What follows belongs to an exercise in optimizing a design on an open flow for small area; a production flow would make more cautious choices. At most, simulation tests tie the RTL to the original design; equivalence was not proved. The flow treats the clock pin as an ideal source, which a real chip does not have. Power figures rest on the tool's default switching activity, not on a simulated workload.

==> job 3208: inputs <==
## conv_l1
module conv_l1(
    	input clk,
    	input reset,
    	input [7:0] pxl_in,
		input [7:0] kernel_00, input [7:0] kernel_01, input [7:0] kernel_02,
		input [7:0] kernel_10, input [7:0] kernel_11, input [7:0] kernel_12,
		input [7:0] kernel_20, input [7:0] kernel_21, input [7:0] kernel_22,
    	output [15:0] pxl_out,
		output valid
    );
clock: 12.0 ns
lec_check: 0
cap_margin: 20
core_margin: 2
core_utilization: 50
place_density: 0.6
slew_margin: 20
synth_hierarchical: 1
standard.sh (not shown) runs the stock make flow with config.mk's settings and CLKGATE_MAP_FILE= SYNTH_SCRIPT=/design/flow/synth_recipe.tcl, a recipe that flattens the netlist after the stock synthesis.
==> flow/flow/run.sh <==
#!/bin/bash
# The standard layout (standard.sh), with clock tree synthesis told to use
# larger sink clusters of clkbuf_16 and no dummy loads.
set -euo pipefail
export CTS_ARGS="-sink_clustering_enable -repair_clock_nets -dont_use_dummy_load -sink_clustering_size ${CTS_SIZE:-40} -sink_clustering_max_diameter ${CTS_DIAM:-45} -buf_list sky130_fd_sc_hd__clkbuf_16"
bash standard.sh > standard.log 2>&1
==> job 8567 (differences from job 3208) <==
==> flow/flow/run.sh (replaced) <==
#!/bin/bash
# The standard layout (standard.sh) with a leaner clock tree: clock tree
# synthesis builds sink clusters of buf_12 without dummy loads, then
# post_cts.tcl resizes each leaf buffer to the smallest that keeps the
# flip-flop clock-pin slew under LEAF_SLEW_PS.
set -euo pipefail
here=$(cd "$(dirname "$0")" && pwd)
export CTS_ARGS="-sink_clustering_enable -repair_clock_nets -dont_use_dummy_load -sink_clustering_size 35 -sink_clustering_max_diameter 60 -buf_list sky130_fd_sc_hd__buf_12"
export POST_CTS_TCL="$here/post_cts.tcl"
export LEAF_SLEW_PS=120
export IO_CONSTRAINTS="$here/io.tcl"
export BUFFER_PORTS_ARGS="-buffer_cell sky130_fd_sc_hd__buf_2"
bash standard.sh > standard.log 2>&1
==> flow/flow/io.tcl (new file) <==
# All ports on one stretch of the left edge, next to each other, so the
# adder tree and the pixel taps gather there instead of spreading over the die.
set die [[ord::get_db_block] getDieArea]
set h [expr {[$die dy] / 1000.0}]
set lo [expr {int($h / 2 - 85)}]
set hi [expr {int($h / 2 + 85)}]
set_io_pin_constraint -pin_names [get_ports *] -region left:$lo-$hi
==> flow/flow/leafsize.tcl (new file) <==
# Resize each clock-tree leaf buffer (one that drives only flip-flop clock
# pins) to the smallest of the candidate buffers (listed by rising area) that
# keeps the slew at its flip-flops' clock pins at most target_ps; if none
# does, to the candidate with the lowest slew.
proc leaf_worst_slew {sinks} {
  set w 0
  foreach pin $sinks {
    foreach q {slew_max_rise slew_max_fall} {
      set s [get_property $pin $q]
      if {$s > $w} { set w $s }
    }
  }
  return $w
}

proc leaf_resize {target_ps cands} {
  set target [expr {$target_ps / 1000.0}]
  set block [ord::get_db_block]
  set n 0
  set before 0.0
  set after 0.0
  foreach inst [$block getInsts] {
    if {![string match "clkbuf_*" [$inst getName]]} continue
    set out ""
    foreach it [$inst getITerms] { if {[$it isOutputSignal]} { set out [$it getNet] } }
    if {$out eq "" || $out eq "NULL"} continue
    set leaf 1
    foreach it [$out getITerms] {
      if {[$it isOutputSignal]} continue
      if {![string match "*__df*" [[[$it getInst] getMaster] getName]]} { set leaf 0; break }
    }
    if {!$leaf} continue
    set sinks [get_pins -of_objects [get_nets [$out getName]] -filter "direction==input"]
    if {[llength $sinks] == 0} continue
    set m [$inst getMaster]
    set before [expr {$before + [$m getWidth] * [$m getHeight] / 1e6}]
    set iname [$inst getName]
    set chosen ""
    set best ""
    set bestw 1e9
    foreach c $cands {
      replace_cell [get_cells $iname] $c
      set w [leaf_worst_slew $sinks]
      if {$w <= $target} { set chosen $c; break }
      if {$w < $bestw} { set bestw $w; set best $c }
    }
    if {$chosen eq ""} { set chosen $best; replace_cell [get_cells $iname] $chosen }
    set m [$inst getMaster]
    set after [expr {$after + [$m getWidth] * [$m getHeight] / 1e6}]
    incr n
  }
  puts [format "leaf_resize: %d leaf buffers, area %.1f -> %.1f um2" $n $before $after]
}
==> flow/flow/post_cts.tcl (new file) <==
# Runs at the end of ORFS's CTS step (POST_CTS_TCL): resize the clock-tree
# leaf buffers to the smallest that keeps the flip-flop clock-pin slew low.
source [file join [file dirname [info script]] leafsize.tcl]
set_propagated_clock [all_clocks]
estimate_parasitics -placement
leaf_resize $::env(LEAF_SLEW_PS) {sky130_fd_sc_hd__buf_2 sky130_fd_sc_hd__buf_4 sky130_fd_sc_hd__buf_6 sky130_fd_sc_hd__buf_8 sky130_fd_sc_hd__buf_12 sky130_fd_sc_hd__clkbuf_16 sky130_fd_sc_hd__buf_16}
detailed_placement
check_placement -verbose
Settings changed: CORE_UTILIZATION 50 to 60, PLACE_DENSITY 0.6 to 0.75.
==> summary of the runs <==
In job 8567 the critical path depth is higher than in job 3208, by 1. Sequential share of layout area: job 8567 is higher than job 3208 (5.0 points). Final area: job 3208 is higher than job 8567 (5.9%). Flip-flop and latch count is the same in job 3208 and job 8567. Fmax: job 8567 is smaller than job 3208 (about 0.53%).
==> figures <==
metric                                   job 3208    job 8567
Run status               timing/DRC/antenna clean  timing/DRC/antenna clean
Fin worst setup slack                   0.2415 ns   0.1785 ns
Final worst path period need             11.76 ns    11.82 ns
Sequential power share                      56.5%       67.0%
Power in sequential cells                 64.2 mW     64.1 mW
Antenna diode instance count                   15          17
First-pass GRT wire length              737300 µm   707100 µm
Slew margin rel.                           44.26%      32.09%
Leakage power                            177.5 nW    166.1 nW
Number of clock buffers in the layout        1412         709
Max stage delay on crit path              0.59 ns     0.65 ns

==> run P <==
conv_l1, a different RTL version from the one above (not shown whole).
==> flow/design.v (excerpt) <==
module conv_l1(
    	input clk,
    	input reset,
    	input [7:0] pxl_in,
		input [7:0] kernel_00, input [7:0] kernel_01, input [7:0] kernel_02,
		input [7:0] kernel_10, input [7:0] kernel_11, input [7:0] kernel_12,
		input [7:0] kernel_20, input [7:0] kernel_21, input [7:0] kernel_22,
    	output [15:0] pxl_out,
		output valid
    );
==> flow/config.mk <==
export PLATFORM = sky130hd
export DESIGN_NAME = conv_l1
export DESIGN_NICKNAME = conv_l1
export VERILOG_FILES = /design/flow/design.v
export SDC_FILE = /design/flow/constraint.sdc
export NUM_CORES = 8
export LEC_CHECK = 0
export CAP_MARGIN = 20
export CORE_MARGIN = 2
export CORE_UTILIZATION = 60
export GPL_TIMING_DRIVEN = 0
export PLACE_DENSITY = 0.75
export SETUP_SLACK_MARGIN = 0.1
export SLEW_MARGIN = 20
export SYNTH_HIERARCHICAL = 1
==> flow/constraint.sdc <==
create_clock -name core_clock -period 12.0 [get_ports {clk}]
set_input_delay 2.4000 -clock core_clock [delete_from_list [all_inputs] [get_ports {clk}]]
set_output_delay 2.4000 -clock core_clock [all_outputs]
set_load 0.01 [all_outputs]
==> flow/flow/run.sh <==
#!/bin/bash
# The standard layout (standard.sh) with a leaner clock tree: clock tree
# synthesis builds sink clusters of buf_12 without dummy loads, then
# post_cts.tcl resizes each leaf buffer to the smallest that keeps the
# flip-flop clock-pin slew under LEAF_SLEW_PS.
set -euo pipefail
here=$(cd "$(dirname "$0")" && pwd)
export CTS_ARGS="-sink_clustering_enable -repair_clock_nets -dont_use_dummy_load -sink_clustering_size 33 -sink_clustering_max_diameter 80 -buf_list sky130_fd_sc_hd__buf_12 -tree_buf sky130_fd_sc_hd__buf_4"
export POST_CTS_TCL="$here/post_cts.tcl"
export LEAF_SLEW_PS=119
export IO_CONSTRAINTS="$here/io.tcl"
export BUFFER_PORTS_ARGS="-buffer_cell sky130_fd_sc_hd__buf_2"
bash standard.sh > standard.log 2>&1
Other scripts of this flow, unchanged in this note and not shown: flow/flow/io.tcl, flow/flow/leafsize.tcl, flow/flow/post_cts.tcl
==> run D: changes against run P <==
--- a/flow/flow/run.sh
+++ b/flow/flow/run.sh
@@ -6,5 +6,5 @@
 set -euo pipefail
 here=$(cd "$(dirname "$0")" && pwd)
-export CTS_ARGS="-sink_clustering_enable -repair_clock_nets -dont_use_dummy_load -sink_clustering_size 33 -sink_clustering_max_diameter 80 -buf_list sky130_fd_sc_hd__buf_12 -tree_buf sky130_fd_sc_hd__buf_4"
+export CTS_ARGS="-sink_clustering_enable -repair_clock_nets -dont_use_dummy_load -sink_clustering_size 35 -sink_clustering_max_diameter 70 -buf_list sky130_fd_sc_hd__buf_12 -tree_buf sky130_fd_sc_hd__buf_8"
 export POST_CTS_TCL="$here/post_cts.tcl"
 export LEAF_SLEW_PS=119
==> run Y: changes against run P <==
--- a/flow/flow/run.sh
+++ b/flow/flow/run.sh
@@ -6,5 +6,5 @@
 set -euo pipefail
 here=$(cd "$(dirname "$0")" && pwd)
-export CTS_ARGS="-sink_clustering_enable -repair_clock_nets -dont_use_dummy_load -sink_clustering_size 33 -sink_clustering_max_diameter 80 -buf_list sky130_fd_sc_hd__buf_12 -tree_buf sky130_fd_sc_hd__buf_4"
+export CTS_ARGS="-sink_clustering_enable -repair_clock_nets -dont_use_dummy_load -sink_clustering_size 35 -sink_clustering_max_diameter 70 -buf_list sky130_fd_sc_hd__buf_12 -tree_buf sky130_fd_sc_hd__buf_8"
 export POST_CTS_TCL="$here/post_cts.tcl"
 export LEAF_SLEW_PS=119
--- a/flow/config.mk
+++ b/flow/config.mk
@@ -11,5 +11,5 @@
 export GPL_TIMING_DRIVEN = 0
 export PLACE_DENSITY = 0.75
-export SETUP_SLACK_MARGIN = 0.1
+export SETUP_SLACK_MARGIN = 0.2
 export SLEW_MARGIN = 20
 export SYNTH_HIERARCHICAL = 1
==> notes <==
Run Y passed the timing, DRC and antenna checks. Run D completed with no timing, DRC or antenna violations. Run P finished but fails on setup timing.
Against run Y, the fmax of run D is smaller by 0.71%.
In sequential power, run P and run D hardly differ.
The lowest critical path depth belongs to run Y, the highest to run P.
Clock-buffer cell count: run D is lower than run P (19).
The lowest clock skew belongs to run D, the highest to run P.
Non-clock buffer count: run Y > run D > run P.
==> figures <==
	run P	run D	run Y
Run status	finished with violations	finished clean	finished clean
Layout check failures	setup timing	-	-
Startpoint type of the worst setup path	flip-flop	input port	input port
Power Combinational	4960 uW	4600 uW	4830 uW
Actual transition at the worst max-transition pin	1.20 ns	1.11 ns	1.10 ns
Area of the multi-input gates	0.0123 mm^2	0.0125 mm^2	0.0125 mm^2
Number of nets in the final layout	21,599	21,587	21,594
Critical-path cell with the highest stage delay	sky130_fd_sc_hd__a222oi_1	sky130_fd_sc_hd__nor2b_1	sky130_fd_sc_hd__a222oi_1
Pin count of the biggest net entering global routing	34	36	36
Antenna violations before repair	45	39	39
Power share of the clock group	26.3%	26.9%	26.8%
ClkCell Share	2.94%	3.32%	3.32%
Share of post-route cells with drive strength above 1	4.06%	4.33%	4.53%
Fraction of area in multi-input gates	2.91%	2.93%	2.95%
No run of this note included a check of the RTL's function; only the layout flow was run.

==> v12: inputs <==
conv_l1 with an RTL version that a note above also has.
==> flow/config.mk <==
export PLATFORM = sky130hd
export DESIGN_NAME = conv_l1
export DESIGN_NICKNAME = conv_l1
export VERILOG_FILES = /design/flow/design.v
export SDC_FILE = /design/flow/constraint.sdc
export NUM_CORES = 8
export LEC_CHECK = 0
export CAP_MARGIN = 20
export CORE_MARGIN = 2
export CORE_UTILIZATION = 50
export PLACE_DENSITY = 0.6
export SLEW_MARGIN = 20
export SYNTH_HIERARCHICAL = 1
==> flow/constraint.sdc <==
create_clock -name core_clock -period 12.0 [get_ports {clk}]
set_input_delay 2.4000 -clock core_clock [delete_from_list [all_inputs] [get_ports {clk}]]
set_output_delay 2.4000 -clock core_clock [all_outputs]
set_load 0.01 [all_outputs]
==> flow/flow/run.sh <==
#!/bin/bash
# The standard layout (standard.sh), with clock tree synthesis told to use
# larger sink clusters of clkbuf_16 and no dummy loads.
set -euo pipefail
export CTS_ARGS="-sink_clustering_enable -repair_clock_nets -dont_use_dummy_load -sink_clustering_size ${CTS_SIZE:-35} -sink_clustering_max_diameter ${CTS_DIAM:-60} -buf_list sky130_fd_sc_hd__buf_12"
bash standard.sh > standard.log 2>&1
==> inputs of v32, as changes to v12 <==
==> flow/flow/run.sh (replaced) <==
#!/bin/bash
# The standard layout (standard.sh), with clock tree synthesis told to use
# larger sink clusters of clkbuf_16 and no dummy loads.
set -euo pipefail
export CTS_ARGS="-sink_clustering_enable -repair_clock_nets -dont_use_dummy_load -sink_clustering_size ${CTS_SIZE:-35} -sink_clustering_max_diameter ${CTS_DIAM:-60} -buf_list sky130_fd_sc_hd__clkbuf_16"
bash standard.sh > standard.log 2>&1
==> inputs of v19, as changes to v12 <==
==> flow/run.sh (new file) <==
#!/bin/bash
# synth_recipe.tcl (not shown) runs the flow's synth.tcl, then flattens the netlist and writes it again
# the make line also repeats each setting of config.mk as NAME=value (left out here)
make -C /OpenROAD-flow-scripts/flow DESIGN_CONFIG=/design/flow/config.mk WORK_HOME=/design/flow/orfs CLKGATE_MAP_FILE= SYNTH_SCRIPT=/design/flow/synth_recipe.tcl finish
removed: flow/flow/run.sh
removed: flow/standard.sh
==> impl_results.md <==
* Run status: timing/DRC/antenna clean
* Net switching component of the power at 0.0224 W
* Multi-input logic portion of the cell area at 3.32%
* Sequential share of power at 63.5%
* Met3 global-route usage at 1.94%
* Number of DRC violations after detailed-routing iteration 0 at 5,924
* Multi-input combinational cell area at 14,300 um2
* Clock Power Share at 26.5%
* Worst IR Drop VDD at 952 uV
* Wire length of the first global-routing pass at 707,000 um
* Clock input transition at the sequential cells of the worst setup and hold paths at 0.11 ns
* Clk. pwr at 0.0268 W
# the run above: v12

==> impl_results.md <==
* Run status: timing/DRC/antenna clean
* Wire length of the first global-routing pass at 763,000 um
* Clk. pwr at 0.0553 W
* CP bufs+invs at 8
* Sequential share of power at 49.6%
* Worst IR Drop VDD at 954 uV
* Number of unique standard cell types used by synthesis at 37
* Multi-input combinational cell area at 14,400 um2
* Multi-input logic portion of the cell area at 3.01%
* Met3 global-route usage at 2.98%
* Clock Power Share at 42.7%
# the run above: v19

==> impl_results.md <==
* Run status: timing/DRC/antenna clean
* Met3 global-route usage at 1.94%
* Sequential share of power at 62.8%
* Number of storage elements in the synthesis netlist at 19,300
* Filler cells at 61,700
* Most common library cell in the layout ignoring fill and taps: sky130_fd_sc_hd__dfxtp_1
* CTS resizes at 366
* Worst IR Drop VDD at 953 uV
* Clk. pwr at 0.0279 W
* Total of clock buffers placed in the layout at 742
* Largest regs: line: 19296 flops, counter1: 11 flops, counter2: 2 flops
* Gr usage total at 10.9%
* Wire length of the first global-routing pass at 707,000 um
* Number of DRC violations after detailed-routing iteration 0 at 6,018
* Net switching component of the power at 0.0221 W
# the run above: v32


==> onyx: inputs <==
conv_l1 again, from the RTL that the note above started with.
==> flow/design.v (excerpt) <==
module conv_l1(
    	input clk,
    	input reset,
    	input [7:0] pxl_in,
		input [7:0] kernel_00, input [7:0] kernel_01, input [7:0] kernel_02,
		input [7:0] kernel_10, input [7:0] kernel_11, input [7:0] kernel_12,
		input [7:0] kernel_20, input [7:0] kernel_21, input [7:0] kernel_22,
    	output [15:0] pxl_out,
		output valid
    );
==> flow/config.mk <==
export PLATFORM = sky130hd
export DESIGN_NAME = conv_l1
export DESIGN_NICKNAME = conv_l1
export VERILOG_FILES = /design/flow/design.v
export SDC_FILE = /design/flow/constraint.sdc
export NUM_CORES = 8
export LEC_CHECK = 0
export CAP_MARGIN = 20
export CORE_MARGIN = 2
export CORE_UTILIZATION = 60
export PLACE_DENSITY = 0.75
export SLEW_MARGIN = 20
export SYNTH_HIERARCHICAL = 1
==> flow/constraint.sdc <==
create_clock -name core_clock -period 12.0 [get_ports {clk}]
set_input_delay 2.4000 -clock core_clock [delete_from_list [all_inputs] [get_ports {clk}]]
set_output_delay 2.4000 -clock core_clock [all_outputs]
set_load 0.01 [all_outputs]
==> flow/flow/run.sh <==
#!/bin/bash
# The standard layout (standard.sh) with a leaner clock tree: clock tree
# synthesis builds sink clusters of buf_12 without dummy loads, then
# post_cts.tcl resizes each leaf buffer to the smallest that keeps the
# flip-flop clock-pin slew under LEAF_SLEW_PS.
set -euo pipefail
here=$(cd "$(dirname "$0")" && pwd)
export CTS_ARGS="-sink_clustering_enable -repair_clock_nets -dont_use_dummy_load -sink_clustering_size 35 -sink_clustering_max_diameter 60 -buf_list sky130_fd_sc_hd__buf_12"
export POST_CTS_TCL="$here/post_cts.tcl"
export LEAF_SLEW_PS=120
bash standard.sh > standard.log 2>&1
==> flow/flow/post_cts.tcl <==
# Runs at the end of ORFS's CTS step (POST_CTS_TCL): resize the clock-tree
# leaf buffers to the smallest that keeps the flip-flop clock-pin slew low.
source [file join [file dirname [info script]] leafsize.tcl]
set_propagated_clock [all_clocks]
estimate_parasitics -placement
leaf_resize $::env(LEAF_SLEW_PS) {sky130_fd_sc_hd__buf_2 sky130_fd_sc_hd__buf_4 sky130_fd_sc_hd__buf_6 sky130_fd_sc_hd__buf_8 sky130_fd_sc_hd__buf_12 sky130_fd_sc_hd__clkbuf_16 sky130_fd_sc_hd__buf_16}
detailed_placement
check_placement -verbose
Other scripts of this flow, unchanged in this note and not shown: flow/flow/leafsize.tcl
==> tundra: changes against onyx <==
--- a/flow/flow/run.sh
+++ b/flow/flow/run.sh
@@ -7,5 +7,7 @@
 here=$(cd "$(dirname "$0")" && pwd)
-export CTS_ARGS="-sink_clustering_enable -repair_clock_nets -dont_use_dummy_load -sink_clustering_size 35 -sink_clustering_max_diameter 60 -buf_list sky130_fd_sc_hd__buf_12"
+export CTS_ARGS="-sink_clustering_enable -repair_clock_nets -dont_use_dummy_load -sink_clustering_size 35 -sink_clustering_max_diameter 70 -buf_list sky130_fd_sc_hd__buf_12 -tree_buf sky130_fd_sc_hd__buf_4"
 export POST_CTS_TCL="$here/post_cts.tcl"
-export LEAF_SLEW_PS=120
+export LEAF_SLEW_PS=118
+export IO_CONSTRAINTS="$here/io.tcl"
+export BUFFER_PORTS_ARGS="-buffer_cell sky130_fd_sc_hd__buf_2"
 bash standard.sh > standard.log 2>&1
==> flow/flow/io.tcl (new file) <==
# All ports on one stretch of the left edge, next to each other, so the
# adder tree and the pixel taps gather there instead of spreading over the die.
set die [[ord::get_db_block] getDieArea]
set h [expr {[$die dy] / 1000.0}]
set lo [expr {int($h / 2 - 85)}]
set hi [expr {int($h / 2 + 85)}]
set_io_pin_constraint -pin_names [get_ports *] -region left:$lo-$hi
--- a/flow/config.mk
+++ b/flow/config.mk
@@ -10,2 +10,3 @@
 export CORE_UTILIZATION = 60
+export GPL_TIMING_DRIVEN = 0
 export PLACE_DENSITY = 0.75
==> metrics.md <==
| Metric | Value |
|---|---|
| Status | complete, no violations |
| First-pass GRT wire length | around 700000 um |
| Detailed Route WL | about 450000 um |
| Clk pin slew, worst setup/hold paths | about 110 ps |
| Met3 global-route usage | 2.177% |
| Gp weighted congestion | 0.7940 |
| Layout cell share with drive strength beyond 1 | ~5.1% |
| Internal Power | ~80 mW |
| Comb group | around 10 mW |
| Hold EP | line[13659] |
(the above is from onyx)
==> metrics.md <==
| Metric | Value |
|---|---|
| Met3 global-route usage | 2.434% |
| Status | complete, no violations |
| Hold EP | line[8767] |
| RR Endpoint | counter2[1] |
| Comb group | approximately 5.8 mW |
| Gp weighted congestion | between 0.7 and 0.8 |
| Top cell category | registers |
| Detailed Route WL | 427500 um |
| Seq group | 64.2 mW |
| Internal Power | 74.92 mW |
| First-pass GRT wire length | between 600000 and 700000 um |
(the above is from tundra)

## afterwards: timing with drivers on the ports
The results above use ideal ports. As a check the final layouts listed here were re-extracted and re-timed, cells and wires unchanged.
Step 1 (the two cells are an assumption about what drives the block):
set clk [get_ports {clk}]
set_driving_cell -lib_cell sky130_fd_sc_hd__clkbuf_16 $clk
set_driving_cell -lib_cell sky130_fd_sc_hd__buf_2 [delete_from_list [all_inputs] $clk]
Step 2 moves the port delays by t, midway between the first and last clock arrival at a register: inputs arrive t later, outputs are due t later. That takes back most of the time a late clock gives input paths.
Slacks: no drivers / after step 1 / after step 2; pairs: no drivers / after step 1.
| run | t (ns) | setup slack, ns | worst slew at a driven data input, ns |
|---|---|---|---|
| job 3208 | 1.301 | 0.241 / 0.058 / 0.058 | 0.36 |
| job 8567 | 1.085 | 0.179 / -0.053 / -0.053 | 0.22 |
| run P | 1.469 | -0.109 / -0.207 / -0.145 | 0.26 |
| run D | 1.165 | 0.256 / 0.099 / 0.099 | 0.25 |
| run Y | 1.163 | 0.339 / 0.193 / 0.193 | 0.25 |
| v12 | 1.137 | 0.233 / 0.005 / 0.005 | 0.29 |
| v32 | 1.200 | 0.234 / -0.026 / -0.026 | 0.38 |
| v19 | 1.315 | 0.238 / 0.017 / 0.017 | 0.29 |
| onyx | 1.127 | 0.221 / 0.034 / 0.034 | 0.25 |
| tundra | 1.433 | 0.219 / 0.174 / 0.174 | 0.17 |
With both steps, setup timing fails in job 8567 and v32, where it was met with ideal ports. For v32, which loses most, drivers alone change the setup slack by -0.260 ns; drivers and shift together by -0.260 ns.
